This design comes from an exercise in tuning for small area and a short achievable clock period on the open sky130 flow, not from production work.
The RTL was checked by simulation tests, not by an equivalence proof against the original design.
Power and IR drop assume default switching activity.

==> flow/design.v <==
module nand2c(input a, b, output y);
    assign y = ~(a & b);
endmodule
module mux2c(input s, a1, a0, output y);
    assign y = s ? a1 : a0;
endmodule
module ao8(input [7:0] h, input [7:0] d, output y);
    assign y = |(h & d);
endmodule
module ao7(input [7:1] h, input [7:1] d, output y);
    assign y = |(h & d);
endmodule
module nor2c(input a, b, output y);
    assign y = ~(a | b);
endmodule
module rdbit(input [31:1] sel, input [31:1] d, output y);
    wire [3:0] q;
    wire [1:0] r;
    ao7 g0(.h(sel[7:1]),   .d(d[7:1]),   .y(q[0]));
    ao8 g1(.h(sel[15:8]),  .d(d[15:8]),  .y(q[1]));
    ao8 g2(.h(sel[23:16]), .d(d[23:16]), .y(q[2]));
    ao8 g3(.h(sel[31:24]), .d(d[31:24]), .y(q[3]));
    nor2c  o0(.a(q[0]), .b(q[1]), .y(r[0]));
    nor2c  o1(.a(q[2]), .b(q[3]), .y(r[1]));
    nand2c o2(.a(r[0]), .b(r[1]), .y(y));
endmodule
module hold2(input we, wen, input [1:0] wd, q, output [1:0] d);
    assign d = (wd & {2{we}}) | (q & {2{wen}});
endmodule
module ALU(
    input      [31:0] a, bx,
    input      [31:0] bs,         
    input      [5:0]  f,
    input             rtype,      
    input             sub,        
    input      [4:0]  sh,         
    output     [31:0] y,
    output            eq          
);
    wire [31:0] p = a ^ bx;
    wire [31:0] k = a & bx;
    genvar i, l;
    wire [6*32-1:0] G, P;
    assign G[31:0] = {k[31:1], k[0] | (p[0] & sub)};
    assign P[31:0] = p;
    generate
        for (l = 0; l < 5; l = l + 1) begin : lv
            for (i = 0; i < 32; i = i + 1) begin : b
                if (i >= (1 << l)) begin : m
                    assign G[(l+1)*32+i] = G[l*32+i] | (P[l*32+i] & G[l*32+i-(1<<l)]);
                    assign P[(l+1)*32+i] = P[l*32+i] & P[l*32+i-(1<<l)];
                end else begin : c
                    assign G[(l+1)*32+i] = G[l*32+i];
                    assign P[(l+1)*32+i] = P[l*32+i];
                end
            end
        end
    endgenerate
    wire [31:0] c = {G[5*32+30 : 5*32], sub};    
    wire [31:0] o  = a | bx;
    wire [31:0] lg = f[1] ? (f[0] ? ~o : p) : (f[0] ? o : k);
    assign eq = &p;
    wire        right = f[1];
    wire [31:0] br;
    generate
        for (i = 0; i < 32; i = i + 1) begin : rv
            assign br[i] = right ? bs[i] : bs[31-i];
        end
    endgenerate
    wire        fill = f[0] & bs[31];
    wire [31:0] s0 = sh[0] ? {fill,       br[31:1]}  : br;
    wire [31:0] s1 = sh[1] ? {{2{fill}},  s0[31:2]}  : s0;
    wire [31:0] s2 = sh[2] ? {{4{fill}},  s1[31:4]}  : s1;
    wire [31:0] s3 = sh[3] ? {{8{fill}},  s2[31:8]}  : s2;
    wire [31:0] s4 = sh[4] ? {{16{fill}}, s3[31:16]} : s3;
    wire is_sh  = rtype & ~f[5];
    wire is_lg  = rtype & f[5] & f[2];
    wire is_slt = rtype & f[5] & f[3];
    wire is_ar  = ~rtype | (f[5] & ~f[3] & ~f[2]);
    wire [31:0] other;
    generate
        for (i = 0; i < 32; i = i + 1) begin : r
            assign other[i] = (is_lg & lg[i]) | (is_sh & right & s4[i]) | (is_sh & ~right & s4[31-i]);
        end
        for (i = 1; i < 32; i = i + 1) begin : o1
            assign y[i] = c[i] ? ((is_ar & ~p[i]) | other[i]) : ((is_ar & p[i]) | other[i]);
        end
    endgenerate
    wire base0 = (is_ar & (p[0] ^ sub)) | other[0];
    assign y[0] = c[31] ? (base0 | (is_slt & ~p[31] & a[31]))
                        : (base0 | (is_slt & (p[31] | a[31])));
endmodule
module mips(
    input         clk, reset,
    output [31:0] pc,
    input  [31:0] instr,
    output        memwrite,
    output [31:0] aluout, writedata,
    input  [31:0] readdata
);
    wire [5:0] op = instr[31:26];
    wire [5:0] fn = instr[5:0];
    wire rtype = (op == 6'b000000);
    wire lw    = (op == 6'b100011);
    wire sw    = (op == 6'b101011);
    wire beq   = (op == 6'b000100);
    wire addi  = (op == 6'b001000);
    wire jmp   = (op == 6'b000010);
    assign memwrite = sw;
    wire regwrite = rtype | lw | addi;
    wire [31:0] rs, rt;
    wire [4:0]  wa = rtype ? instr[15:11] : instr[20:16];
    wire [31:0] wd = lw ? readdata : aluout;
    reg  [31*32-1:0] rf;    
    wire [31:1] s1, s2;      
    genvar g, b;
    generate
        for (g = 1; g < 32; g = g + 1) begin : regs
            wire        we = regwrite && wa == g;
            wire [31:0] d;
            genvar j;
            for (j = 0; j < 16; j = j + 1) begin : hb
                hold2 h(.we(we), .wen(~we), .wd(wd[2*j +: 2]), .q(rf[(g-1)*32 + 2*j +: 2]), .d(d[2*j +: 2]));
            end
            always @(posedge clk)
                rf[(g-1)*32 +: 32] <= d;
        end
        for (g = 1; g < 32; g = g + 1) begin : sd
            assign s1[g] = (instr[25:21] == g);
            assign s2[g] = (instr[20:16] == g);
        end
        for (b = 0; b < 32; b = b + 1) begin : rd
            wire [31:1] col;
            for (g = 1; g < 32; g = g + 1) begin : c
                assign col[g] = rf[(g-1)*32 + b];
            end
            rdbit r1(.sel(s1), .d(col), .y(rs[b]));
            rdbit r2(.sel(s2), .d(col), .y(rt[b]));
        end
    endgenerate
    assign writedata = rt;
    wire [31:0] simm = {{16{instr[15]}}, instr[15:0]};
    wire        sub  = beq | (rtype & fn[5] & fn[1] & ~fn[2]);
    wire        usert = rtype | beq;
    wire [31:0] bx, bx0, bx1;    
    assign bx0 = usert ? {32{sub}}  : simm;
    assign bx1 = usert ? {32{~sub}} : simm;
    generate
        for (b = 0; b < 32; b = b + 1) begin : bxm
            mux2c m(.s(rt[b]), .a1(bx1[b]), .a0(bx0[b]), .y(bx[b]));
        end
    endgenerate
    wire [4:0]  sh   = fn[2] ? rs[4:0] : instr[10:6];
    wire        eq;
    ALU alu(.a(rs), .bx(bx), .bs(rt), .f(fn), .rtype(rtype), .sub(sub), .sh(sh),
            .y(aluout), .eq(eq));
    reg  [31:2] pcr;
    wire [31:2] pcp4 = pcr + 30'd1;
    wire [30:0] pcb1 = {pcr, 1'b1} + {simm[29:0], 1'b1};
    wire [31:2] pcbr = pcb1[30:1];
    wire [31:2] pcn  = jmp ? {pcp4[31:28], instr[25:0]} :
                       (beq & eq) ? pcbr : pcp4;
    always @(posedge clk or posedge reset)
        if (reset) pcr <= 30'b0;
        else       pcr <= pcn;
    assign pc = {pcr, 2'b00};
endmodule
==> flow/flow/run.sh <==
#!/bin/bash
# The standard layout, except that the port buffers are inserted as
# buf_2 cells (which repair may then resize within the buf family) instead of
# the default delay-buffer cell. Output goes to standard.log.
set -euo pipefail
export BUFFER_PORTS_ARGS="-buffer_cell sky130_fd_sc_hd__buf_2"
bash standard.sh > standard.log 2>&1
==> flow/standard.sh <==
#!/bin/bash
# synth_recipe.tcl (not shown) runs the flow's synth.tcl, then flattens the netlist and writes it again
# the make line also repeats each setting of config.mk as NAME=value (left out here)
make -C /OpenROAD-flow-scripts/flow DESIGN_CONFIG=/design/flow/config.mk WORK_HOME=/design/flow/orfs CLKGATE_MAP_FILE= SYNTH_SCRIPT=/design/flow/synth_recipe.tcl "${@:-finish}"
==> flow/config.mk <==
export PLATFORM = sky130hd
export DESIGN_NAME = mips
export DESIGN_NICKNAME = mips
export VERILOG_FILES = /design/flow/design.v
export SDC_FILE = /design/flow/constraint.sdc
export NUM_CORES = 4
export LEC_CHECK = 0
export CAP_MARGIN = 20
export CORE_MARGIN = 2
export CORE_UTILIZATION = 40
export CTS_BUF_LIST = sky130_fd_sc_hd__clkbuf_8 sky130_fd_sc_hd__clkbuf_16
export CTS_CLUSTER_DIAMETER = 90
export CTS_CLUSTER_SIZE = 24
export SETUP_SLACK_MARGIN = 2.4
export SLEW_MARGIN = 20
export SYNTH_HIERARCHICAL = 1
export SYNTH_MINIMUM_KEEP_SIZE = 0
==> flow/constraint.sdc <==
create_clock -name core_clock -period 11.5 [get_ports {clk}]
set_input_delay 2.3000 -clock core_clock [delete_from_list [all_inputs] [get_ports {clk}]]
set_output_delay 2.3000 -clock core_clock [all_outputs]
set_load 0.01 [all_outputs]
==> summary.md, run 1 <==
| Metric | Value |
|---|---|
| CP Max Fanout | `16` |
| Hold bufs inserted after CTS | `0` |
| Initial antenna violation count | `7` |
| H-tree levels | `2` |
| Synth area leaders | `dfxtp_1, a22o_1, a22oi_1, nand4_1, nor2_1` |
| Logic pwr share | `0.221` |
| Total power | `7.796 mW` |
| Routed wire length | `251000 um` |
| GRT overflow | `0` |
| Synth async-reset ratio | `0.02935` |
| Setup crit end kind | `primary output` |
| # DRC | `0` |
| Drt pass-1 iters | `10` |
| Worst VDD drop | `0.1092 mV` |
| Gr busiest metal | `met2` |
| Synthesized flop and latch total | `approximately 1000` |
| # Max-Cap Violations | `0` |
| GR met3 Demand/Resource | `0.1320` |
| Slew margin rel. | `0.1622` |
| Placed inst area | `0.05446 mm^2` |
| Clock-pin transition on the worst setup and hold timing paths | `0.10 ns` |
| Starting density of the core | `0.4014` |
| LEAKAGE | `between 20 and 25 nW` |
| Largest net degree at the start of global routing | `roughly 90` |
| Synthesized area per cell | `roughly 10 um^2` |
| CTS Buf Count | `51` |
| Layout cells sized above 1 | `0.1934` |
| Iteration-0 DRC Markers | `about 10000` |
| Worst-Margin Slew | `1.257 ns` |
| Max clock buf depth | `3` |
| TritonCTS Sinks | `1022` |
| CP most frequent cell | `nor2_2` |
| Boundary Pins | `about 160` |
| Grt met2 use | `0.5152` |
| Int Power | `5.173 mW` |
| Commonest cells after routing, fill and taps aside | `a22o_1, dfxtp_1, a22oi_1` |
| Buf/Inv on CP | `6` |
| Most common cell after layout, fill and taps aside | `a22o_1` |
| Setup slack after placement | `1.047 ns` |
| Routed via count | `52850` |
| Mapped Cells | `slightly above 5000` |
| Port Buf Inserts | `between 150 and 200` |
| Die width | `358.5 um` |
| Slew Viols, Final | `0` |
| Clock power frac | `0.272` |
| Fin crit share | `0.8146` |
| Sequential-to-total area share from yosys stat | `0.4099` |
| Ys Warns | `7` |
| Crit path cell chain | `buf_16 > nand3b_1 > buf_12 > nor2_4 > buf_4 > a22oi_2 > nand4_1 > nor2_2 > nand2_4 > mux2_4 > inv_1 > ha_4 > a21o_1 > a221oi_4 > buf_6 > nor2_2 > o22ai_2 > o221a_4 > o31a_1 > mux2i_2 > o211ai_1 > buf_2` |
| RSZ-0062 raised after global routing | `yes` |
| Row cnt | `130` |
| Critical Path RT | `between 9 and 10 ns` |
| Die H | `between 300 and 400 um` |
| Crit path largest cell delay | `approximately 0.52 ns` |
| Post-route cell area | `0.06003 mm^2` |
| Worst-Skew Late Latency | `roughly 0.73 ns` |
| EDFF count, synth | `0` |
| Clock Root Buffer | `clkbuf_16` |
| Core footprint | `approximately 0.13 mm^2` |
| Status | `complete, no violations` |
| Detail Placement HPWL | `between 150000 and 200000 um` |
| CTS tree | `built` |
| Vias in the first global route | `47363` |
| Synth area leader | `dfxtp_1` |
| Psw | `roughly 2.6 mW` |
| Setup tns final | `0 ns` |
| CP Launch Type | `primary input` |
| Met1 Track Usage GR | `0.4780` |
| Final Hold Slack | `roughly 0.48 ns` |
| Worst min-delay path category | `flop to flop` |
| Vias per Instance | `around 7.3` |
| CP Class | `primary input to primary output` |
| Final nets | `5779` |
| Final RePlAce weighted congestion | `1.008` |
| Post-Syn Area | `slightly above 0.05 mm^2` |
| Top achievable clock speed | `around 110 MHz` |
| Arr. time, crit path | `~7.1 ns` |
| Synth cell types | `85` |
| Sequential share of power | `0.506` |
| Sw Share | `0.3364` |
| Ys flop type | `dfxtp_1` |
| Final Hold Fails | `0` |
| First-pass GRT wire length | `348200 um` |
| Wire length per cell | `roughly 34 um` |
| Layout area overhead | `19.40%` |
| Critical path's slowest cell | `nand4_1` |
| # setup viols final | `0` |
| GRT Overall Usage | `0.3680` |
| Crit path time final | `roughly 9.4 ns` |
| Die ar. | `between 0.1 and 0.15 mm^2` |
| P per Cell Area | `about 130 mW/mm^2` |
| Share of the synthesized area in the top cell type | `0.3950` |
| Post-route ant nets | `0` |
| CP delay by family, top | `compound AO/OA/AOI/OAI gates` |
| Skew final | `between 0.05 and 0.06 ns` |
| Setup ws final | `around 2.1 ns` |
## per-layer routing
metal  wire, um  share of wire  vias to the layer above
met3      35960           0.14                      788
met2     101800           0.41                     4184
li1           -              -                    21944
met1      94440           0.38                    25934
met5          0              0                        -
met4      18800          0.075                        0
## modules after synthesis (local to each module, per instance), a selection
module | times used | flip-flops and latches | cells inside | cell area [um^2]
mux2c | 32 | 0 | 1 | 15.01
nand2c | 64 | 0 | 1 | 3.754
nor2c | 128 | 0 | 1 | 3.754
ALU | 1 | 0 | 920 | 6688
hold2 | 496 | 0 | 2 | 17.52
mips | 1 | 1022 | 1726 | 24810
ao7 | 64 | 0 | 4 | 30.03
ao8 | 192 | 0 | 5 | 36.28
## path summary, 6_finish.rpt
path | cells past startpoint | end | slack (ns) | startpoint
max in group asynchronous | 3 | pcr[2] | 9.50 | reset
min in group asynchronous | 3 | pcr[12] | 1.68 | reset
setup / recovery | 22 | aluout[29] | 2.13 | instr[20]
setup reg to reg | 17 | pcr[25] | 5.89 | rf[252]
hold / removal | 1 | pcr[31] | 0.48 | pcr[31]
hold reg to reg | 1 | pcr[31] | 0.48 | pcr[31]
## power by group through the flow
| stage | combinational [mW] | sequential, mW | clock [mW] |
|---|---|---|---|
| 6_report | 1.73 | 3.95 | 2.12 |
| 3_5_place_dp | 1.53 | 4.01 | 0 |
| 5_1_grt | 1.80 | 3.97 | 2.24 |
| 2_1_floorplan | 0.936 | 3.97 | 0 |
| 4_1_cts | 1.60 | 3.93 | 2.12 |
| 3_3_place_gp | 1.52 | 4.01 | 0 |
## through the flow
stage	utilization	std cells
after detailed placement	0.4348	6957
after global placement	0.4348	6957
after global routing	0.4793	7277
after CTS	0.4654	7176
final	0.4793	7279
after floorplan	-	5079
## sequential cells by signal (all words and copies together) (netlist names)
name	flops
rf	992
pcr	30
## final cells by class
class,instances,area [um^2]
fill,11678,65220
tap,1650,2064
sequential,1022,20610
antenna,2,5.005
inverter,144,545.5
clock buffer,53,1315
timing repair buffer,562,4681
multi-input combinational,3835,30650
clock inverter,11,155.1
## repair_timing
item / CTS / global route
gates cloned: 22 / 6
endpoints found under the hold margin: 0 / 0
endpoints found under the setup margin: 32 / 32
pin swaps: 81 / 109
resized for setup: 242 / 186
setup buffers: 133 / 95
## cell families (layout without fill, tap and decap cells)
family | after synthesis | count (layout) | share of synthesized area
other | 1 | 4 | 0.00007458
buffers and inverters | 247 | 770 | 0.02028
muxes | 218 | 222 | 0.06152
and+or+nand+nor | 1019 | 1040 | 0.09571
adders and majority gates | 97 | 97 | 0.02459
xor gates and xnor gates | 66 | 66 | 0.01150
DFF | 1022 | 1022 | 0.4099
AOI/OAI and AO/OA | 2408 | 2408 | 0.3764
## cells in the mapped netlist (all sizes together), types with 12 or more instances
cell	number
nor3	26
a211oi	21
buf	42
inv	143
dfrtp	30
o21bai	12
nand2b	31
o22ai	27
a21oi	128
or3	13
a21o	23
xnor2	47
mux2i	63
nand2	262
mux4	53
a222oi	68
mux2	102
nand4	202
dfxtp	992
nor2	326
ha	94
o221ai	13
a22oi	899
o21a	12
a22o	995
o211ai	12
clkbuf	61
o21ai	135
nand3	100
xor2	19
o31ai	16
==> run 2, diff against run 1 <==
--- a/flow/config.mk
+++ b/flow/config.mk
@@ -11,7 +11,7 @@
 export CTS_BUF_LIST = sky130_fd_sc_hd__clkbuf_8 sky130_fd_sc_hd__clkbuf_16
 export CTS_CLUSTER_DIAMETER = 90
 export CTS_CLUSTER_SIZE = 24
-export SETUP_SLACK_MARGIN = 2.4
+export SETUP_SLACK_MARGIN = 2.6
 export SLEW_MARGIN = 20
 export SYNTH_HIERARCHICAL = 1
 export SYNTH_MINIMUM_KEEP_SIZE = 0
==> run 2 against run 1 <==
Design area up 1.4%. Still clean on timing, DRC and antenna. Sequential cell count unchanged. Worst hold slack improved by 0.0031 ns. Synthesized cell count stayed put. Via count decreased by 0.39%. Area after synthesis stayed put. Critical path type unchanged. Global-route usage shrank 0.10 points. Maximum frequency is 3.1% higher. Critical endpoint is now aluout[26].
==> summary.md, run 2 <==
| Metric | Value |
|---|---|
| Status | `complete, no violations` |
| Inst Count DP | `about 7000` |
| Final Non-Filler Cells | `7299` |
| Layout area overhead | `21.02%` |
| Post-route ant nets | `0` |
| Row cnt | `130` |
| Final Hold Fails | `0` |
| Layout cells sized above 1 | `0.2130` |
| Synth cell types | `85` |
| Final nets | `between 5000 and 6000` |
| GRT overflow | `0` |
| CTS Buf Count | `51` |
| H-tree levels | `2` |
| Sequential-to-total area share from yosys stat | `0.4099` |
| Worst min-delay path category | `flop to flop` |
| Wire length per cell | `34.31 um` |
| Setup slack after placement | `approximately 0.94 ns` |
| Post-Syn Area | `between 0.05 and 0.06 mm^2` |
| Clock-pin transition on the worst setup and hold timing paths | `0.10 ns` |
| EDFF count, synth | `0` |
| CP Max Fanout | `8` |
| Max clock buf depth | `3` |
| Max reg flops | `around 1000` |
| Synth async-reset ratio | `0.02935` |
| Slew margin rel. | `0.1617` |
| Arr. time, crit path | `6.78 ns` |
| Starting density of the core | `0.4014` |
| Drt pass-1 iters | `10` |
| Worst-Margin Slew | `approximately 1.3 ns` |
| Core footprint | `between 0.1 and 0.15 mm^2` |
| Worst R2R End | `pcr[31]` |
| Clock Root Buffer | `clkbuf_16` |
| CP Class | `primary input to primary output` |
| Share of the synthesized area in the top cell type | `0.3950` |
| Hold depth | `1` |
| GRT Overall Usage | `0.3669` |
| Placed inst area | `~0.054 mm^2` |
| Die ar. | `about 0.13 mm^2` |
| RSZ-0062 raised after global routing | `yes` |
| Total power | `7.827 mW` |
| Most common cell after layout, fill and taps aside | `a22o_1` |
| Port Buf Inserts | `160` |
| Largest family of logic cells by synthesized area | `compound AO/OA/AOI/OAI gates` |
| Setup tns final | `0 ns` |
| Synthesized area per cell | `between 9 and 10 um^2` |
| Top achievable clock speed | `110.1 MHz` |
| WHS Endpoint | `pcr[31]` |
| Die width | `~360 um` |
| Worst VDD drop | `0.1209 mV` |
| Setup crit end kind | `primary output` |
| Area share of and/or/nand/nor cells after synthesis | `0.09571` |
| First-pass GRT wire length | `347100 um` |
| Crit path time final | `around 9.1 ns` |
| P per Cell Area | `128.6 mW/mm^2` |
| Count leader, synth | `a22o_1` |
| Critical path's slowest cell | `fa_2` |
| Routed via count | `roughly 53000` |
| Post-route cell area | `between 0.06 and 0.07 mm^2` |
| CTS tree | `built` |
| Ys flop type | `dfxtp_1` |
| # DRC | `0` |
| Vias per Instance | `slightly above 7` |
| Synth area leaders | `dfxtp_1, a22o_1, a22oi_1, nand4_1, nor2_1` |
| Detail Placement HPWL | `around 150000 um` |
| Biggest regs | `rf x992, pcr x30` |
| LEAKAGE | `23.31 nW` |
| Boundary Pins | `between 150 and 200` |
| Crit path cell chain | `buf_12 > nor2b_4 > nand2b_4 > buf_6 > nor2_4 > buf_12 > a22oi_2 > nand4_1 > nor2_2 > nand2_2 > mux2_4 > fa_2 > fa_2 > a211oi_4 > o21bai_4 > o211ai_1 > buf_4 > a21oi_4 > o2111ai_4 > a21boi_2 > mux2i_2 > o221ai_2 > buf_2` |
| Setup ws final | `about 2.4 ns` |
| Critical Path RT | `slightly above 9 ns` |
| Initial antenna violation count | `9` |
| Synth area leader | `dfxtp_1` |
| Final Hold Slack | `between 0.4 and 0.5 ns` |
| Reg-to-Reg Start | `rf[411]` |
| Die H | `~360 um` |
| Skew final | `around 0.028 ns` |
| Ys Warns | `7` |
| Post-synth top cells | `a22o_1, dfxtp_1, a22oi_1` |
| Commonest cells after routing, fill and taps aside | `a22o_1, dfxtp_1, a22oi_1` |
| XOR/XNOR share of the synthesized area | `0.01150` |
| Final Core Density | `0.4858` |
| Mux cell area share after synthesis | `0.06152` |
| Routed wire length | `approximately 250000 um` |
| Worst-Skew Late Latency | `0.71 ns` |
| Fill cells | `11645` |
| Adder-cell share of the synthesized area | `0.02459` |
| Iteration-0 DRC Markers | `about 9600` |
| TritonCTS Sinks | `between 1000 and 1500` |
| Reg2reg setup slack | `between 5 and 6 ns` |
| Synthesized flop and latch total | `1022` |
| Crit path largest cell delay | `0.39 ns` |
| Fin crit share | `0.7898` |
| # Max-Cap Violations | `0` |
| Reg with most FFs | `rf` |
| CP delay by family, top | `compound AO/OA/AOI/OAI gates` |
| Mapped Cells | `5078` |
| Buf/Inv on CP | `5` |
| Hold Startpoint | `pcr[31]` |
| Slew Viols, Final | `0` |
| Vias in the first global route | `47305` |
| Synth Area in Compound Gates | `0.3764` |
| # setup viols final | `0` |
| Largest net degree at the start of global routing | `about 100` |
| Final RePlAce weighted congestion | `roughly 1` |
| CP Launch Type | `primary input` |
| Worst Reg-to-Reg Cells | `17` |
-- run 2: repair_timing --
action                                  CTS  global route
cloned                                   24             6
hold buffers                              0             0
setup buffers                           191            79
endpoints found under the setup margin   32            31
pin swaps                               137           177
gates resized for setup                 350           239
-- run 2: cell families after synthesis --
group | Yosys count
AO/OA/AOI/OAI | 2408
flip-flops | 1022
AND/OR/NAND/NOR | 1019
buffers and inverters | 247
multiplexers | 218
adder cells (fa/ha/maj) | 97
XOR/XNOR | 66
other | 1
-- run 2: per-module statistics from Yosys, one instance, submodules excluded, excerpt --
module	times used	flip-flops and latches
nor2c	128	0
mux2c	32	0
nand2c	64	0
ALU	1	0
ao8	192	0
hold2	496	0
ao7	64	0
mips	1	1022
-- run 2: worst max path at each step --
stage / start / end / depth (start not counted)
2_1_floorplan: instr[25] / aluout[0] / 18
3_3_place_gp: instr[18] / aluout[24] / 20
3_5_place_dp: instr[18] / aluout[24] / 20
4_1_cts: instr[16] / aluout[29] / 23
5_1_grt: instr[17] / aluout[26] / 23
6_report: instr[17] / aluout[26] / 23
-- run 2: routing by layer --
| layer | vias up | share of wire | global-route usage |
|---|---|---|---|
| met5 | - | 0.00073 | 0 |
| met4 | 4 | 0.081 | 0.2338 |
| met3 | 803 | 0.15 | 0.1411 |
| met2 | 4110 | 0.40 | 0.5175 |
| met1 | 25745 | 0.37 | 0.4665 |
| li1 | 21981 | - | - |
-- run 2: cell type report --
class,count,area [um^2],share of cell area
antenna,1,2.502,0.00004113
inverter,144,554.3,0.009110
clock buffer,53,1315,0.02161
sequential,1022,20610,0.3387
tap,1650,2064,0.03393
clock inverter,11,132.6,0.002180
multi-input combinational,3835,31340,0.5150
timing repair buffer,583,4831,0.07940
-- run 2: power breakdown --
group	internal [mW]	leakage, nW	switching, mW
Clock	0.840	0.712	1.27
Combinational	0.616	14.2	1.15
Sequential	3.74	8.38	0.208
Total	5.20	23.3	2.63
==> run 3, diff against run 2 <==
--- a/flow/design.v
+++ b/flow/design.v
@@ -155,11 +155,10 @@
     ALU alu(.a(rs), .bx(bx), .bs(rt), .f(fn), .rtype(rtype), .sub(sub), .sh(sh),
             .y(aluout), .eq(eq));
     reg  [31:2] pcr;
-    wire [31:2] pcp4 = pcr + 30'd1;
-    wire [30:0] pcb1 = {pcr, 1'b1} + {simm[29:0], 1'b1};
-    wire [31:2] pcbr = pcb1[30:1];
-    wire [31:2] pcn  = jmp ? {pcp4[31:28], instr[25:0]} :
-                       (beq & eq) ? pcbr : pcp4;
+    wire [29:0] boff = {30{beq & eq}} & simm[29:0];
+    wire [30:0] pcs  = {pcr, 1'b1} + {boff, 1'b1};
+    wire [31:2] pcp  = pcs[30:1];
+    wire [31:2] pcn  = jmp ? {pcp[31:28], instr[25:0]} : pcp;
     always @(posedge clk or posedge reset)
         if (reset) pcr <= 30'b0;
         else       pcr <= pcn;
--- a/flow/config.mk
+++ b/flow/config.mk
@@ -11,7 +11,7 @@
 export CTS_BUF_LIST = sky130_fd_sc_hd__clkbuf_8 sky130_fd_sc_hd__clkbuf_16
 export CTS_CLUSTER_DIAMETER = 90
 export CTS_CLUSTER_SIZE = 24
-export SETUP_SLACK_MARGIN = 2.6
+export SETUP_SLACK_MARGIN = 2.4
 export SLEW_MARGIN = 20
 export SYNTH_HIERARCHICAL = 1
 export SYNTH_MINIMUM_KEEP_SIZE = 0
==> run 3 against run 2 <==
Worst setup slack worse by 0.20 ns. Clock power increased by 3%. Via count down 0.81%. Routed wire length decreased by 1.0%. Die area down 0.32%. Worst hold slack worse by 0.011 ns. Global-route usage rose by 0.072 points. First-iteration DRC count is 2.4% higher. Critical path type unchanged.
==> summary.md, run 3 <==
| Metric | Value |
|---|---|
| Clock Root Buffer | `clkbuf_16` |
| Port Buf Inserts | `160` |
| Setup crit end kind | `primary output` |
| Mapped Cells | `roughly 5000` |
| Final Core Density | `0.4756` |
| Hold bufs inserted after CTS | `0` |
| Iteration-0 DRC Markers | `a little under 10000` |
| # setup viols final | `0` |
| Worst VDD drop | `approximately 0.13 mV` |
| Worst-Skew Late Latency | `0.76 ns` |
| Clock-pin transition on the worst setup and hold timing paths | `~0.090 ns` |
| Post-synth top cells | `a22o_1, dfxtp_1, a22oi_1` |
| H-tree levels | `2` |
| CP Max Fanout | `9` |
| Worst-Margin Slew | `roughly 1.3 ns` |
| Ys Warns | `7` |
| Ys flop type | `dfxtp_1` |
| Critical Path RT | `around 9 ns` |
| Layout area overhead | `17.65%` |
| First-pass GRT wire length | `347900 um` |
| Setup ws final | `2.220 ns` |
| Final Non-Filler Cells | `7185` |
| CP Class | `primary input to primary output` |
| GRT overflow | `0` |
| Post-Syn Area | `0.05011 mm^2` |
| Synth area leader | `dfxtp_1` |
| Biggest regs | `rf x992, pcr x30` |
| FF/Latch Area | `~0.021 mm^2` |
| Vias per Instance | `slightly above 7` |
| TritonCTS Sinks | `1022` |
| P per Cell Area | `between 100 and 150 mW/mm^2` |
| Worst min-delay path category | `flop to flop` |
| CTS Buf Count | `52` |
| Final nets | `roughly 5700` |
| Vias in the first global route | `46961` |
| Largest net degree at the start of global routing | `65` |
| Layout cells sized above 1 | `0.1873` |
| # DRC | `0` |
| Final RePlAce weighted congestion | `a little over 1` |
| Area taken by multi-input logic gates | `around 0.030 mm^2` |
| Fill cells | `11639` |
| Row cnt | `between 100 and 150` |
| Core footprint | `between 0.1 and 0.15 mm^2` |
| Final Hold Fails | `0` |
| Share of the synthesized area in the top cell type | `0.3963` |
| Sequential-to-total area share from yosys stat | `0.4113` |
| Routed wire length | `~250000 um` |
| Synth area leaders | `dfxtp_1, a22o_1, a22oi_1, nand4_1, mux4_2` |
| Most common cell after layout, fill and taps aside | `a22o_1` |
| LEAKAGE | `22.90 nW` |
| Final Hold Slack | `0.4728 ns` |
| Diodes inserted | `0` |
| Reg with most FFs | `rf` |
| RSZ-0062 raised after global routing | `yes` |
| Slew Viols, Final | `0` |
| Inst Count DP | `6973` |
| Die ar. | `between 0.1 and 0.15 mm^2` |
| Skew final | `roughly 0.086 ns` |
| Synth async-reset ratio | `0.02935` |
| Max clock buf depth | `3` |
| Detail Placement HPWL | `around 160000 um` |
| EDFF count, synth | `0` |
| Synthesized flop and latch total | `roughly 1000` |
| Synth cell types | `84` |
| Boundary Pins | `around 160` |
| Post-route ant nets | `0` |
| Arr. time, crit path | `6.98 ns` |
| Drt pass-1 iters | `10` |
| Wire length per cell | `between 30 and 40 um` |
| Crit path time final | `approximately 9.3 ns` |
| Die width | `approximately 360 um` |
| GRT Overall Usage | `0.3677` |
| Die H | `around 360 um` |
| Setup tns final | `0 ns` |
| Max reg flops | `~990` |
| # Max-Cap Violations | `0` |
| Status | `complete, no violations` |
| Top achievable clock speed | `~110 MHz` |
| Commonest cells after routing, fill and taps aside | `a22o_1, dfxtp_1, a22oi_1` |
| CTS tree | `built` |
| Initial antenna violation count | `2` |
| Slew margin rel. | `0.1446` |
| Synthesized area per cell | `between 9 and 10 um^2` |
| CP Launch Type | `primary input` |
| Routed via count | `between 50000 and 60000` |
| Count leader, synth | `a22o_1` |
| Fin crit share | `0.8069` |
| Setup slack after placement | `0.9992 ns` |
| Starting density of the core | `0.4043` |
==> run 3: cell count changes after synthesis, moves of 18 or more <==
cell / change
clkbuf_1: +20
nor2_1: -28
o22ai_1: -18
and2_1: +20
xnor2_1: -23
==> run 3: worst max-delay path, cell delays in order <==
cell      delay [ns]
clkbuf_4        0.19
or3b_4          0.50
nor2_4          0.27
buf_4           0.26
a22oi_1         0.10
nand4_1         0.27
nor2_2          0.12
nand2_2         0.23
mux2_4          0.33
buf_4           0.15
mux4_2          0.53
mux2_2          0.33
o211ai_1        0.39
nor3_1          0.08
a221oi_1        0.42
o211ai_1        0.15
buf_4           0.19
buf_2           0.14
==> run 3: kinds of logic (layout without fill, tap and decap cells) <==
kind of cell    count (synthesis)  after routing  synth area share
compound gates               2399           2399            0.3762
buf+inv                       263            712           0.02150
mux                           219            226           0.06122
fa+ha+maj                      82             82           0.02092
simple gates                 1063           1066            0.1020
xor+xnor                       39             39          0.006816
other cells                     1              2        0.00007483
flops                        1022           1022            0.4113
==> run 3: metal layers <==
layer,vias to the layer above,part of all wire,routed length [um],GRT usage
li1,21791,-,-,-
met1,25573,0.38,95110,0.4894
met2,4158,0.41,100900,0.5235
met3,691,0.14,34110,0.1128
met4,4,0.071,17690,0.2126
met5,-,0.000093,23,0
==> run 3: final cells by class <==
class,count,area share
Clock inverter,13,0.002950
Sequential cell,1022,0.3496
Inverter,134,0.008574
Timing Repair Buffer,510,0.06765
Tap cell,1637,0.03474
Multi-Input combinational cell,3814,0.5136
Clock buffer,55,0.02296
==> run 3: path summary, 6_finish.rpt <==
path	from	endpoint	slack, ns	depth (start not counted)
hold / removal	pcr[31]	pcr[31]	0.47	1
setup / recovery	instr[22]	aluout[20]	2.22	18
hold reg to reg	pcr[31]	pcr[31]	0.47	1
setup reg to reg	rf[27]	pcr[28]	4.74	23
max in group asynchronous	reset	pcr[17]	9.43	3
min in group asynchronous	reset	pcr[11]	1.72	3
==> run 3: per-module statistics from Yosys, one instance, submodules excluded, excerpt <==
| module | cell area [um^2] | flip-flops and latches | times used |
|---|---|---|---|
| hold2 | 17.52 | 0 | 496 |
| nand2c | 3.754 | 0 | 64 |
| nor2c | 3.754 | 0 | 128 |
| mux2c | 15.01 | 0 | 32 |
| ALU | 7019 | 0 | 1 |
| mips | 24320 | 1022 | 1 |
==> run 3: what timing repair did <==
item	4_1_cts	5_1_grt
gates resized for setup	216	159
pin swaps	64	100
cloned	8	3
buffers inserted	102	31
endpoints found under the setup margin	50	45
==> run 3: per-stage QoR <==
stage | power (mW) | area [um^2]
detailed placement | 5.482 | 54640
global placement | 5.472 | 54640
CTS | 7.623 | 57990
global route | 7.946 | 58960
finish | 7.747 | 58960
floorplan | 4.821 | 50340
==> run 3: power by group <==
part / internal (mW) / leakage [nW] / switching [mW]
clock: 0.869 / 0.754 / 1.30
combinational: 0.509 / 13.7 / 1.11
sequential: 3.76 / 8.41 / 0.202
total: 5.14 / 22.9 / 2.60
==> run 4, diff against run 3 <==
--- a/flow/config.mk
+++ b/flow/config.mk
@@ -11,7 +11,7 @@
 export CTS_BUF_LIST = sky130_fd_sc_hd__clkbuf_8 sky130_fd_sc_hd__clkbuf_16
 export CTS_CLUSTER_DIAMETER = 90
 export CTS_CLUSTER_SIZE = 24
-export SETUP_SLACK_MARGIN = 2.4
+export SETUP_SLACK_MARGIN = 2.6
 export SLEW_MARGIN = 20
 export SYNTH_HIERARCHICAL = 1
 export SYNTH_MINIMUM_KEEP_SIZE = 0
==> run 4 against run 3 <==
Worst hold slack improved by 0.033 ns. Via count up 3.0%. Global-route usage up 2.0 points. Sequential cell count did not move. Core utilization is 2.1 points higher. Worst setup slack better by 0.18 ns. Non-clock buffer count increased by 149. Sequential power about the same. Highest routed layer unchanged. Critical path depth grew 5. Power rose by 0.86%. Combinational power grew 7%. Die area is the same.
==> summary.md, run 4 <==
| Metric | Value |
|---|---|
| Layout cells sized above 1 | `0.2307` |
| Boundary Pins | `roughly 160` |
| Critical Path RT | `just over 9 ns` |
| Status | `complete, no violations` |
| Synth async-reset ratio | `0.02935` |
| Clock-pin transition on the worst setup and hold timing paths | `~0.10 ns` |
| Post-Syn Area | `0.05011 mm^2` |
| Final Hold Slack | `0.5056 ns` |
| Synthesized area per cell | `just under 10 um^2` |
| WHS Endpoint | `pcr[31]` |
| Sw Share | `0.3371` |
| Synth Area in Compound Gates | `0.3762` |
| Core footprint | `0.1240 mm^2` |
| Int Power | `5.180 mW` |
| Hold Startpoint | `pcr[31]` |
| Synth area leader | `dfxtp_1` |
| Setup slack after placement | `approximately 0.64 ns` |
| Starting density of the core | `0.4043` |
| Ys flop type | `dfxtp_1` |
| Hold depth | `1` |
| Worst R2R End | `pcr[28]` |
| Post-route cell area | `about 0.06 mm^2` |
| Crit path cell chain | `buf_16 > buf_12 > nor2_4 > nand2_4 > nor2_4 > buf_12 > a22oi_2 > nand4_1 > nor2_4 > nand2_4 > mux2_4 > fa_2 > fa_2 > a21o_1 > a21oi_4 > o21ai_4 > a21oi_2 > o21ai_1 > buf_4 > nor3_4 > xnor2_1 > a211o_1 > buf_2` |
| Iteration-0 DRC Markers | `10346` |
| Sequential-to-total area share from yosys stat | `0.4113` |
| Slew margin rel. | `0.1922` |
| Row cnt | `around 130` |
| CP most frequent cell | `nor2_4` |
| Critical path's slowest cell | `fa_2` |
| Synth cell types | `84` |
| Post-route ant nets | `0` |
| Fill cells | `~11000` |
| FF/Latch Area | `0.02061 mm^2` |
| Setup crit end kind | `primary output` |
| Final Non-Filler Cells | `roughly 7300` |
| Placed inst area | `~0.054 mm^2` |
| Sequential share of power | `0.508` |
| Clock power frac | `0.270` |
| Wire length per cell | `around 36 um` |
| Largest family of logic cells by synthesized area | `compound AO/OA/AOI/OAI gates` |
| Final Core Density | `0.4967` |
| Skew final | `0.05303 ns` |
| Reg2reg setup slack | `4.91 ns` |
| CP delay by family, top | `compound AO/OA/AOI/OAI gates` |
| Total power | `7.813 mW` |
| Slew Viols, Final | `0` |
| TritonCTS Sinks | `1022` |
| Biggest regs | `rf x992, pcr x30` |
| Crit path largest cell delay | `around 0.37 ns` |
| Routed via count | `approximately 54000` |
| Synth area leaders | `dfxtp_1, a22o_1, a22oi_1, nand4_1, mux4_2` |
| Synthesized flop and latch total | `1022` |
| Fin crit share | `0.7911` |
| Drt pass-1 iters | `10` |
| Worst min-delay path category | `flop to flop` |
| EDFF count, synth | `0` |
| Worst Reg-to-Reg Cells | `24` |
| # Max-Cap Violations | `0` |
| Ys Warns | `7` |
| CTS Buf Count | `between 50 and 60` |
| Arr. time, crit path | `just under 7 ns` |
| XOR/XNOR share of the synthesized area | `0.006816` |
| Worst-Margin Slew | `1.212 ns` |
| Initial antenna violation count | `9` |
| Final RePlAce weighted congestion | `about 1.1` |
| Setup tns final | `0 ns` |
| Worst-Skew Late Latency | `roughly 0.72 ns` |
| Die width | `~360 um` |
| CTS tree | `built` |
| # setup viols final | `0` |
| RSZ-0062 raised after global routing | `yes` |
| P per Cell Area | `between 100 and 150 mW/mm^2` |
| Vias per Instance | `~7.3` |
| Most common cell after layout, fill and taps aside | `a22o_1` |
| Inst Count DP | `between 6000 and 7000` |
| Commonest cells after routing, fill and taps aside | `a22o_1, dfxtp_1, a22oi_1` |
| Setup ws final | `2.403 ns` |
| Max clock buf depth | `3` |
| Psw | `roughly 2.6 mW` |
| Final Hold Fails | `0` |
| CP Max Fanout | `8` |
| Clock Root Buffer | `clkbuf_16` |
| CP Class | `primary input to primary output` |
| Vias in the first global route | `approximately 48000` |
| Area share of and/or/nand/nor cells after synthesis | `0.1020` |
| CP Launch Type | `primary input` |
| Routed wire length | `~260000 um` |
| GRT Overall Usage | `0.3877` |
| Die ar. | `between 0.1 and 0.15 mm^2` |
| LEAKAGE | `23.94 nW` |
| Count leader, synth | `a22o_1` |
| # DRC | `0` |
| Mapped Cells | `a little over 5000` |
| Reg with most FFs | `rf` |
| Detail Placement HPWL | `between 150000 and 200000 um` |
| Mux cell area share after synthesis | `0.06122` |
| Buf/Inv on CP | `5` |
| Logic pwr share | `0.222` |
| Largest net degree at the start of global routing | `70` |
| GRT overflow | `0` |
| Adder-cell share of the synthesized area | `0.02092` |
| Hold bufs inserted after CTS | `0` |
| Layout area overhead | `22.87%` |
| H-tree levels | `2` |
| Worst VDD drop | `about 0.15 mV` |
| Share of the synthesized area in the top cell type | `0.3963` |
| Crit path time final | `approximately 9.1 ns` |
| First-pass GRT wire length | `between 300000 and 400000 um` |
| Post-synth top cells | `a22o_1, dfxtp_1, a22oi_1` |
| Final nets | `slightly below 6000` |
| Port Buf Inserts | `160` |
| Area taken by multi-input logic gates | `~0.031 mm^2` |
| Reg-to-Reg Start | `rf[23]` |
| Die H | `358.0 um` |
| Top achievable clock speed | `between 100 and 150 MHz` |
| Max reg flops | `around 1000` |
-- run 4: cell counts after synthesis --
Identical to the previous run, type by type.
-- run 4: area by class of cell --
cell class	instances	share of cell area
Multi-Input combinational cell	3829	0.5095
Sequential cell	1022	0.3347
Timing Repair Buffer	659	0.09079
Tap cell	1637	0.03326
Clock buffer	53	0.02136
Inverter	134	0.008291
Clock inverter	11	0.001951
Antenna cell	3	0.0001219
-- run 4: kinds of logic after synthesis --
kind of cell | count (synthesis)
AO/OA/AOI/OAI | 2399
XOR/XNOR | 39
adder cells (fa/ha/maj) | 82
buffers and inverters | 263
flip-flops | 1022
multiplexers | 219
other | 1
AND/OR/NAND/NOR | 1063
-- run 4: worst max path at each step --
stage	startpoint	end	slack [ns]	cells past startpoint
after CTS	instr[17]	aluout[27]	2.57	19
after global routing	instr[16]	aluout[22]	2.31	22
after detailed placement	instr[18]	pcr[30]	0.64	25
final	instr[16]	aluout[22]	2.40	23
after floorplan	instr[22]	aluout[12]	2.62	16
after global placement	instr[18]	pcr[29]	0.87	23
-- run 4: per-module statistics from Yosys (local to each module, per instance), a selection --
module,flip-flops and latches,copies in the design
ao7,0,64
nand2c,0,64
ao8,0,192
hold2,0,496
nor2c,0,128
mux2c,0,32
ALU,0,1
mips,1022,1
-- run 4: timing repair --
action,4_1_cts,5_1_grt
gates cloned,23,8
resized for setup,377,244
endpoints found under the setup margin,58,47
pin swaps,144,170
buffers inserted,213,85
-- run 4: layer usage --
metal | up-vias | share of wire | GRT usage
met2 | 4378 | 0.40 | 0.5351
met3 | 853 | 0.15 | 0.1511
met5 | - | 0.0012 | 0.01222
li1 | 22148 | - | -
met4 | 14 | 0.077 | 0.2318
met1 | 26398 | 0.38 | 0.5058
-- run 4: power by group through the flow --
stage	Sequential, mW	Clock [mW]	Combinational, mW
2_1_floorplan	3.99	0	0.838
3_3_place_gp	4.03	0	1.43
3_5_place_dp	4.03	0	1.45
4_1_cts	3.95	2.10	1.56
5_1_grt	3.99	2.22	1.78
6_report	3.97	2.11	1.73
==> run 5, diff against run 4 <==
--- a/flow/design.v
+++ b/flow/design.v
@@ -27,6 +27,10 @@
 module hold2(input we, wen, input [1:0] wd, q, output [1:0] d);
     assign d = (wd & {2{we}}) | (q & {2{wen}});
 endmodule
+module halfadd(input a, b, output s, c);
+    assign s = a ^ b;
+    assign c = a & b;
+endmodule
 module ALU(
     input      [31:0] a, bx,
     input      [31:0] bs,         
@@ -37,9 +41,13 @@
     output     [31:0] y,
     output            eq          
 );
-    wire [31:0] p = a ^ bx;
-    wire [31:0] k = a & bx;
+    wire [31:0] p, k;
     genvar i, l;
+    generate
+        for (i = 0; i < 32; i = i + 1) begin : pk
+            halfadd h(.a(a[i]), .b(bx[i]), .s(p[i]), .c(k[i]));
+        end
+    endgenerate
     wire [6*32-1:0] G, P;
     assign G[31:0] = {k[31:1], k[0] | (p[0] & sub)};
     assign P[31:0] = p;
@@ -155,10 +163,11 @@
     ALU alu(.a(rs), .bx(bx), .bs(rt), .f(fn), .rtype(rtype), .sub(sub), .sh(sh),
             .y(aluout), .eq(eq));
     reg  [31:2] pcr;
-    wire [29:0] boff = {30{beq & eq}} & simm[29:0];
-    wire [30:0] pcs  = {pcr, 1'b1} + {boff, 1'b1};
-    wire [31:2] pcp  = pcs[30:1];
-    wire [31:2] pcn  = jmp ? {pcp[31:28], instr[25:0]} : pcp;
+    wire [31:2] pcp4 = pcr + 30'd1;
+    wire [30:0] pcb1 = {pcr, 1'b1} + {simm[29:0], 1'b1};
+    wire [31:2] pcbr = pcb1[30:1];
+    wire [31:2] pcn  = jmp ? {pcp4[31:28], instr[25:0]} :
+                       (beq & eq) ? pcbr : pcp4;
     always @(posedge clk or posedge reset)
         if (reset) pcr <= 30'b0;
         else       pcr <= pcn;
--- a/flow/config.mk
+++ b/flow/config.mk
@@ -11,7 +11,7 @@
 export CTS_BUF_LIST = sky130_fd_sc_hd__clkbuf_8 sky130_fd_sc_hd__clkbuf_16
 export CTS_CLUSTER_DIAMETER = 90
 export CTS_CLUSTER_SIZE = 24
-export SETUP_SLACK_MARGIN = 2.6
+export SETUP_SLACK_MARGIN = 2.4
 export SLEW_MARGIN = 20
 export SYNTH_HIERARCHICAL = 1
 export SYNTH_MINIMUM_KEEP_SIZE = 0
==> run 5 against run 4 <==
Still clean. Sequential share of layout area grew 0.99 points. Worst setup slack lost 0.21 ns. Sequential power is essentially flat. Maximum frequency shrank 2.3%. Critical path depth shrank 5. Area after synthesis grew 0.73%. First-iteration DRC count shrank 2.9%. Sequential cell count is the same. Clock power is essentially flat. Critical path type unchanged. Largest cell class unchanged. Highest routed layer unchanged.
==> summary.md, run 5 <==
| Metric | Value |
|---|---|
| Worst-Skew Late Latency | `roughly 0.7 ns` |
| Row cnt | `130` |
| Detail Placement HPWL | `between 150000 and 200000 um` |
| Post-synth top cells | `a22o_1, dfxtp_1, a22oi_1` |
| Setup slack after placement | `roughly 0.77 ns` |
| CP Max Fanout | `17` |
| Initial antenna violation count | `13` |
| Hold depth | `1` |
| Vias in the first global route | `~48000` |
| Layout area overhead | `18.46%` |
| WHS Endpoint | `rf[399]` |
| Placed inst area | `approximately 0.055 mm^2` |
| P per Cell Area | `between 100 and 150 mW/mm^2` |
| RSZ-0062 raised after global routing | `yes` |
| CP delay by family, top | `simple AND/OR/NAND/NOR gates` |
| Max clock buf depth | `3` |
| Ys flop type | `dfxtp_1` |
| Slew Viols, Final | `0` |
| Reg with most FFs | `rf` |
| Reg-to-Reg Start | `rf[11]` |
| # setup viols final | `0` |
| Final RePlAce weighted congestion | `1.028` |
| Crit path cell chain | `buf_6 > inv_1 > or3_4 > nor2_4 > buf_4 > buf_4 > a22oi_1 > nand4_1 > nor2_1 > nand2_1 > ha_4 > nand4_1 > inv_2 > nand3_4 > o221ai_2 > xor2_1 > a221o_1 > buf_2` |
| Synth cell types | `95` |
| Starting density of the core | `0.4025` |
| XOR/XNOR share of the synthesized area | `0.01128` |
| Wire length per cell | `between 30 and 40 um` |
| Largest family of logic cells by synthesized area | `compound AO/OA/AOI/OAI gates` |
| Commonest cells after routing, fill and taps aside | `a22o_1, dfxtp_1, a22oi_1` |
| Port Buf Inserts | `160` |
| Clock-pin transition on the worst setup and hold timing paths | `roughly 0.10 ns` |
| Layout cells sized above 1 | `0.1962` |
| Worst VDD drop | `between 0.1 and 0.15 mV` |
| Core footprint | `approximately 0.13 mm^2` |
| Die width | `359.3 um` |
| Count leader, synth | `a22o_1` |
| Boundary Pins | `about 160` |
| Routed wire length | `between 200000 and 300000 um` |
| FF/Latch Area | `0.02061 mm^2` |
| Mapped Cells | `about 5100` |
| GRT overflow | `0` |
| Adder-cell share of the synthesized area | `0.01626` |
| EDFF count, synth | `0` |
| Worst Reg-to-Reg Cells | `15` |
| Arr. time, crit path | `around 7 ns` |
| Fin crit share | `0.8093` |
| Most common cell after layout, fill and taps aside | `a22o_1` |
| CP Launch Type | `primary input` |
| Biggest regs | `rf x992, pcr x30` |
| Max reg flops | `a little under 1000` |
| Buf/Inv on CP | `6` |
| Routed via count | `between 50000 and 60000` |
| Ys Warns | `7` |
| # Max-Cap Violations | `0` |
| Skew final | `0.03708 ns` |
| Area share of and/or/nand/nor cells after synthesis | `0.1043` |
| LEAKAGE | `roughly 23 nW` |
| Drt pass-1 iters | `13` |
| Post-route cell area | `0.05980 mm^2` |
| First-pass GRT wire length | `approximately 360000 um` |
| Worst R2R End | `rf[505]` |
| Hold Startpoint | `rf[399]` |
| Met1 Track Usage GR | `0.4925` |
| # DRC | `0` |
| Setup tns final | `0 ns` |
| Synth async-reset ratio | `0.02935` |
| Critical path's slowest cell | `nor2_1` |
| Die H | `approximately 360 um` |
| Reg2reg setup slack | `between 6 and 7 ns` |
| H-tree levels | `2` |
| Synthesized flop and latch total | `between 1000 and 1500` |
| Top achievable clock speed | `107.4 MHz` |
| Post-route ant nets | `0` |
| Fill cells | `roughly 12000` |
| GRT Overall Usage | `0.3755` |
| Vias per Instance | `7.364` |
| CP Class | `primary input to primary output` |
| Synth Area in Compound Gates | `0.3803` |
| Synth area leaders | `dfxtp_1, a22o_1, a22oi_1, nand4_1, nor2_1` |
| CTS Buf Count | `50` |
| GR met3 Demand/Resource | `0.1214` |
| Setup crit end kind | `primary output` |
| Setup ws final | `2.193 ns` |
| Clock Root Buffer | `clkbuf_16` |
| Final nets | `about 5700` |
| Critical Path RT | `9.20 ns` |
| Worst min-delay path category | `flop to flop` |
| Die ar. | `around 0.13 mm^2` |
| Synth area leader | `dfxtp_1` |
| Share of the synthesized area in the top cell type | `0.3934` |
| Crit path largest cell delay | `~0.84 ns` |
| Final Hold Fails | `0` |
| Mux cell area share after synthesis | `0.06276` |
| Gr busiest metal | `met2` |
| Final Core Density | `0.4769` |
| TritonCTS Sinks | `between 1000 and 1500` |
| Sequential-to-total area share from yosys stat | `0.4083` |
| Grt met2 use | `0.5234` |
| Largest net degree at the start of global routing | `just over 80` |
| Worst-Margin Slew | `between 1 and 1.5 ns` |
| Slew margin rel. | `0.1284` |
| Hold bufs inserted after CTS | `0` |
| Crit path time final | `a little over 9 ns` |
| Status | `complete, no violations` |
| Post-Syn Area | `around 0.050 mm^2` |
| Synthesized area per cell | `9.941 um^2` |
| CTS tree | `built` |
| Area taken by multi-input logic gates | `a little over 0.03 mm^2` |
| Iteration-0 DRC Markers | `10041` |
==> run 5: layout make-up <==
class / count / area share
clock inverters: 9 / 0.001946
flip-flops and latches: 1022 / 0.3446
repair buffers: 549 / 0.07193
multi-input cells: 3887 / 0.5209
diodes: 1 / 0.00004184
clock buffers: 52 / 0.02157
well taps: 1650 / 0.03452
inverters: 71 / 0.004498
==> run 5: timing repair <==
action,CTS,global route
gates resized for setup,271,153
buffers inserted,161,37
cloned,14,2
pin swaps,95,93
setup endpoints to repair,32,29
==> run 5: where the power goes <==
| part | switching [mW] | leakage [nW] | internal [mW] | total [mW] |
|---|---|---|---|---|
| Combinational | 1.17 | 13.6 | 0.605 | 1.77 |
| Clock | 1.24 | 0.694 | 0.837 | 2.08 |
| Sequential | 0.204 | 8.38 | 3.74 | 3.95 |
| Total | 2.61 | 22.7 | 5.19 | 7.80 |
==> run 5: kinds of logic (layout without fill, tap and decap cells) <==
logic type / count (synthesis) / count (layout)
DFF: 1022 / 1022
other: 1 / 3
buffers and inverters: 186 / 681
adders and majority gates: 65 / 65
xor gates and xnor gates: 65 / 65
and+or+nand+nor: 1094 / 1107
muxes: 216 / 219
AOI/OAI and AO/OA: 2429 / 2429
==> run 5: worst max-delay path by stage <==
| stage | start | to | slack, ns | cells after the start |
|---|---|---|---|---|
| 4_1_cts | instr[24] | aluout[24] | 2.36 | 18 |
| 5_1_grt | instr[21] | aluout[24] | 2.34 | 18 |
| 6_report | instr[22] | aluout[28] | 2.19 | 18 |
| 3_3_place_gp | instr[19] | aluout[24] | 0.89 | 19 |
| 3_5_place_dp | instr[19] | aluout[24] | 0.77 | 19 |
| 2_1_floorplan | instr[20] | aluout[28] | 2.33 | 19 |
==> run 5: per-stage QoR <==
| stage | cells | power, mW | hold WS [ns] |
|---|---|---|---|
| global placement | 6964 | 5.570 | 0.4741 |
| floorplan | 5079 | 4.942 | 0.4599 |
| finish | 7241 | 7.799 | 0.5078 |
| global route | 7240 | 8.002 | 0.5178 |
| detailed placement | 6964 | 5.583 | 0.4782 |
| CTS | 7200 | 7.657 | 0.5047 |
==> run 5: per-layer routing <==
metal	vias up	part of all wire
li1	22063	-
met1	26164	0.38
met2	4276	0.40
met3	811	0.14
met4	10	0.080
met5	-	0.00025
==> run 5: per-module statistics from Yosys (local to each module, per instance), a selection <==
module / cells / flip-flops and latches
nand2c: 1 / 0
mux2c: 1 / 0
nor2c: 1 / 0
hold2: 2 / 0
ALU: 888 / 0
ao7: 4 / 0
==> run 5: worst reg2reg max path: stages (launching register included) <==
cell	delay (ns)
dfxtp_1	0.35
a222oi_1	0.39
nand3_1	0.20
nor2_4	0.26
nand2_4	0.19
mux2_4	0.35
ha_2	0.43
and3_4	0.25
nand2_1	0.13
or3_1	0.41
a21o_4	0.22
a211oi_4	0.27
mux2_4	0.35
o21ai_2	0.17
mux2_2	1.00
a22o_1	0.32
==> run 6, diff against run 5 <==
--- a/flow/design.v
+++ b/flow/design.v
@@ -85,18 +85,19 @@
     wire is_lg  = rtype & f[5] & f[2];
     wire is_slt = rtype & f[5] & f[3];
     wire is_ar  = ~rtype | (f[5] & ~f[3] & ~f[2]);
-    wire [31:0] other;
+    wire [31:0] lgo, sho;    
     generate
         for (i = 0; i < 32; i = i + 1) begin : r
-            assign other[i] = (is_lg & lg[i]) | (is_sh & right & s4[i]) | (is_sh & ~right & s4[31-i]);
+            assign lgo[i] = is_lg & lg[i];
+            assign sho[i] = (is_sh & right & s4[i]) | (is_sh & ~right & s4[31-i]);
         end
         for (i = 1; i < 32; i = i + 1) begin : o1
-            assign y[i] = c[i] ? ((is_ar & ~p[i]) | other[i]) : ((is_ar & p[i]) | other[i]);
+            assign y[i] = (c[i] ? ((is_ar & ~p[i]) | lgo[i]) : ((is_ar & p[i]) | lgo[i])) | sho[i];
         end
     endgenerate
-    wire base0 = (is_ar & (p[0] ^ sub)) | other[0];
-    assign y[0] = c[31] ? (base0 | (is_slt & ~p[31] & a[31]))
-                        : (base0 | (is_slt & (p[31] | a[31])));
+    wire base0 = (is_ar & (p[0] ^ sub)) | lgo[0];
+    assign y[0] = (c[31] ? (base0 | (is_slt & ~p[31] & a[31]))
+                         : (base0 | (is_slt & (p[31] | a[31])))) | sho[0];
 endmodule
 module mips(
     input         clk, reset,
==> run 6 against run 5 <==
Still clean. Worst hold slack got worse by 0.028 ns. Routed wire length fell by 1.3%. Die area fell by 0.64%. Cell count fell by 0.64%. Area after synthesis fell by 0.65%. Via count fell by 1.4%. Clock power rose by 7%. Core utilization rose by 0.41 points. Design area fell by 0.18%. Sequential power barely moved. Register-to-register slack got worse by 0.03 ns. Critical path type unchanged. Largest cell class unchanged.
==> summary.md, run 6 <==
| Metric | Value |
|---|---|
| Status | `complete, no violations` |
| Final RePlAce weighted congestion | `around 1.0` |
| Vias in the first global route | `47810` |
| Top achievable clock speed | `roughly 110 MHz` |
| Post-route ant nets | `0` |
| Worst VDD drop | `roughly 0.13 mV` |
| First-pass GRT wire length | `roughly 360000 um` |
| RSZ-0062 raised after global routing | `yes` |
| Psw | `approximately 2.6 mW` |
| Clock-pin transition on the worst setup and hold timing paths | `0.08 ns` |
| Initial antenna violation count | `9` |
| Post-Syn Area | `between 0.05 and 0.06 mm^2` |
| # DRC | `0` |
| Largest net degree at the start of global routing | `between 60 and 70` |
| Layout cells sized above 1 | `0.2005` |
| # setup viols final | `0` |
| Setup crit end kind | `primary output` |
| CTS tree | `built` |
| H-tree levels | `2` |
| Fill cells | `approximately 12000` |
| Area taken by multi-input logic gates | `0.03084 mm^2` |
| Die H | `between 300 and 400 um` |
| LEAKAGE | `22.85 nW` |
| Clock power frac | `0.283` |
| Count leader, synth | `a22o_1` |
| CP Launch Type | `primary input` |
| Crit path time final | `~9.2 ns` |
| FF/Latch Area | `just over 0.02 mm^2` |
| # Max-Cap Violations | `0` |
| Final Core Density | `0.4809` |
| CP Max Fanout | `13` |
| Worst min-delay path category | `flop to flop` |
| Synth Area in Compound Gates | `0.3818` |
| Final Hold Fails | `0` |
| Core footprint | `0.1241 mm^2` |
| Final nets | `around 5700` |
| Synthesized flop and latch total | `1022` |
| Boundary Pins | `about 160` |
| Drt pass-1 iters | `8` |
| Routed wire length | `roughly 250000 um` |
| Sw Share | `0.3346` |
| Max reg flops | `about 990` |
| GRT overflow | `0` |
| Slew margin rel. | `0.1545` |
| Row cnt | `129` |
| Fin crit share | `0.7967` |
| CTS Buf Count | `53` |
| Layout area overhead | `19.01%` |
| Synth area leader | `dfxtp_1` |
| XOR/XNOR share of the synthesized area | `0.01187` |
| Wire length per cell | `around 35 um` |
| Synthesized area per cell | `9.977 um^2` |
| Critical Path RT | `~9.2 ns` |
| Detail Placement HPWL | `roughly 160000 um` |
| Clock Root Buffer | `clkbuf_16` |
| P per Cell Area | `approximately 130 mW/mm^2` |
| Iteration-0 DRC Markers | `just under 10000` |
| Starting density of the core | `0.4041` |
| Reg with most FFs | `rf` |
| Adder-cell share of the synthesized area | `0.01636` |
| Mux cell area share after synthesis | `0.06074` |
| Commonest cells after routing, fill and taps aside | `a22o_1, dfxtp_1, a22oi_1` |
| Largest family of logic cells by synthesized area | `compound AO/OA/AOI/OAI gates` |
| TritonCTS Sinks | `just over 1000` |
| Setup tns final | `0 ns` |
| Share of the synthesized area in the top cell type | `0.3959` |
| Sequential share of power | `0.499` |
| Synth cell types | `between 90 and 100` |
| Port Buf Inserts | `160` |
| Synth area leaders | `dfxtp_1, a22o_1, a22oi_1, nand4_1, mux4_2` |
| Die width | `around 360 um` |
| Synth async-reset ratio | `0.02935` |
| Ys Warns | `7` |
| Max clock buf depth | `3` |
| Post-synth top cells | `a22o_1, dfxtp_1, a22oi_1` |
| EDFF count, synth | `0` |
| CP Class | `primary input to primary output` |
| Biggest regs | `rf x992, pcr x30` |
| Slew Viols, Final | `0` |
| Die ar. | `around 0.13 mm^2` |
| Worst-Margin Slew | `between 1 and 1.5 ns` |
| Logic pwr share | `0.218` |
| Arr. time, crit path | `between 6 and 7 ns` |
| Mapped Cells | `5027` |
| Most common cell after layout, fill and taps aside | `a22o_1` |
| Sequential-to-total area share from yosys stat | `0.4109` |
| Int Power | `roughly 5.3 mW` |
| Vias per Instance | `7.308` |
| Worst-Skew Late Latency | `about 0.73 ns` |
| Routed via count | `about 53000` |
| Skew final | `0.06447 ns` |
| Hold bufs inserted after CTS | `0` |
| GRT Overall Usage | `0.3777` |
| Ys flop type | `dfxtp_1` |
| Area share of and/or/nand/nor cells after synthesis | `0.1019` |
-- run 6: cell types whose count changed after synthesis, moves of 8 or more --
cell	before	now
mux2i_1	57	37
a21oi_1	128	136
nor2_1	331	316
nand3_1	118	100
nor3_1	39	24
o21ai_1	7	20
-- run 6: stage by stage --
step / instance area [um^2] / worst slack (ns) / total power [mW] / std cells / hold slack, ns
final: 59690 / 2.338 / 7.891 / 7195 / 0.4802
after global routing: 59680 / 2.333 / 8.105 / 7189 / 0.5004
after CTS: 58570 / 2.390 / 7.769 / 7143 / 0.4736
after detailed placement: 54540 / 0.7672 / 5.547 / 6915 / 0.4625
after global placement: 54530 / 0.7865 / 5.532 / 6915 / 0.4564
after floorplan: 50520 / 2.401 / 4.919 / 5028 / 0.4599
-- run 6: worst max-delay path: stages --
cell      delay [ns]
buf_4           0.19
nor2_1          0.12
nand2_4         0.19
nor2_4          0.08
buf_12          0.16
buf_4           0.17
buf_4           0.17
a22oi_2         0.16
nand4_1         0.39
nor2_2          0.31
nand2_4         0.13
mux2_4          0.33
ha_2            0.40
nor3_2          0.07
a211oi_4        0.35
nand2b_4        0.08
o211ai_1        0.17
buf_4           0.17
buf_4           0.11
a21oi_1         0.07
xnor2_1         0.13
a21oi_1         0.28
o21ai_1         0.15
buf_2           0.16
-- run 6: per-module statistics from Yosys, one instance, submodules excluded, a selection --
module   copies in the design  area [um^2]  flops+latches  cells
mux2c                      32        15.01              0      1
halfadd                    32        12.51              0      1
ALU                         1         6165              0    837
nand2c                     64        3.754              0      1
hold2                     496        17.52              0      2
nor2c                     128        3.754              0      1
ao8                       192        36.28              0      5
ao7                        64        30.03              0      4
mips                        1        24810           1022   1726
-- run 6: repair_timing --
item	in CTS	in global routing
resized for setup	251	154
setup endpoints to repair	32	32
cloned	11	0
setup buffers	147	44
pin swaps	89	108
-- run 6: final timing paths --
| path | to | slack (ns) | start | cells past startpoint |
|---|---|---|---|---|
| min | pcr[31] | 0.48 | pcr[31] | 1 |
| max in group asynchronous | pcr[28] | 9.45 | reset | 3 |
| max reg2reg | rf[60] | 6.11 | rf[0] | 19 |
| min reg2reg | pcr[31] | 0.48 | pcr[31] | 1 |
| max | aluout[14] | 2.34 | instr[17] | 24 |
| min in group asynchronous | pcr[10] | 1.69 | reset | 3 |
-- run 6: final cells by class --
cell class	instances	area share
clock buffer	57	0.02352
antenna	7	0.0002935
inverter	71	0.004549
sequential	1022	0.3453
timing repair buffer	555	0.07211
multi-input combinational	3833	0.5167
tap	1637	0.03431
clock inverter	13	0.003249
-- run 6: logic make-up (layout without fill, tap and decap cells) --
family,Yosys count,in the layout
other,1,9
buffers and inverters,184,696
and+or+nand+nor,1056,1063
xor gates and xnor gates,68,68
DFF,1022,1022
muxes,202,206
adders and majority gates,65,65
AOI/OAI and AO/OA,2429,2429
-- run 6: power groups by stage --
stage                     combinational (mW)  clock, mW  sequential, mW
after floorplan                        0.949          0            3.97
after global placement                  1.53          0            4.01
after detailed placement                1.54          0            4.00
after CTS                               1.61       2.23            3.93
after global routing                    1.80       2.35            3.96
final                                   1.72       2.23            3.94
-- run 6: per-layer routing --
| metal | track usage | routed length [um] |
|---|---|---|
| met4 | 0.2446 | 19970 |
| met3 | 0.1208 | 35050 |
| met5 | 0 | 221 |
| met2 | 0.5368 | 103200 |
| met1 | 0.4904 | 95560 |

==> separate check: timing with driven ports <==
In the flow no input, the clock included, has a driving cell. The finished layouts below were timed again as built, in two steps.
Step 1: set_driving_cell puts a clkbuf_16 on clk and a buf_2 on each other input, an assumption about the parent block.
Step 2 also shifts input and output timing later by t, the mid clock arrival at the registers, as if the neighbouring blocks saw the same clock.
Slacks: ideal ports / drivers / drivers and shift; pairs: ideal ports / drivers.
run	t (ns)	setup slack, ns	hold WS [ns]	clock arrival spread, ns	slew at the worst register clock pin (ns)
run 1	0.782	2.132 / 2.023 / 2.023	0.480 / 0.480 / 0.480	0.053 / 0.053	0.11 / 0.11
run 2	0.774	2.417 / 2.300 / 2.300	0.484 / 0.484 / 0.484	0.027 / 0.028	0.11 / 0.11
run 3	0.795	2.220 / 2.194 / 1.891	0.473 / 0.473 / 0.473	0.086 / 0.086	0.11 / 0.11
run 4	0.762	2.403 / 2.235 / 1.959	0.506 / 0.506 / 0.506	0.053 / 0.053	0.11 / 0.11
run 5	0.756	2.193 / 2.046 / 2.046	0.508 / 0.508 / 0.508	0.037 / 0.037	0.11 / 0.11
run 6	0.783	2.338 / 2.212 / 2.212	0.480 / 0.480 / 0.480	0.064 / 0.064	0.11 / 0.11
After both steps every run listed still meets setup and hold. The setup slack of run 4, which loses most, moves by -0.168 ns with the drivers and by -0.444 ns with both steps.
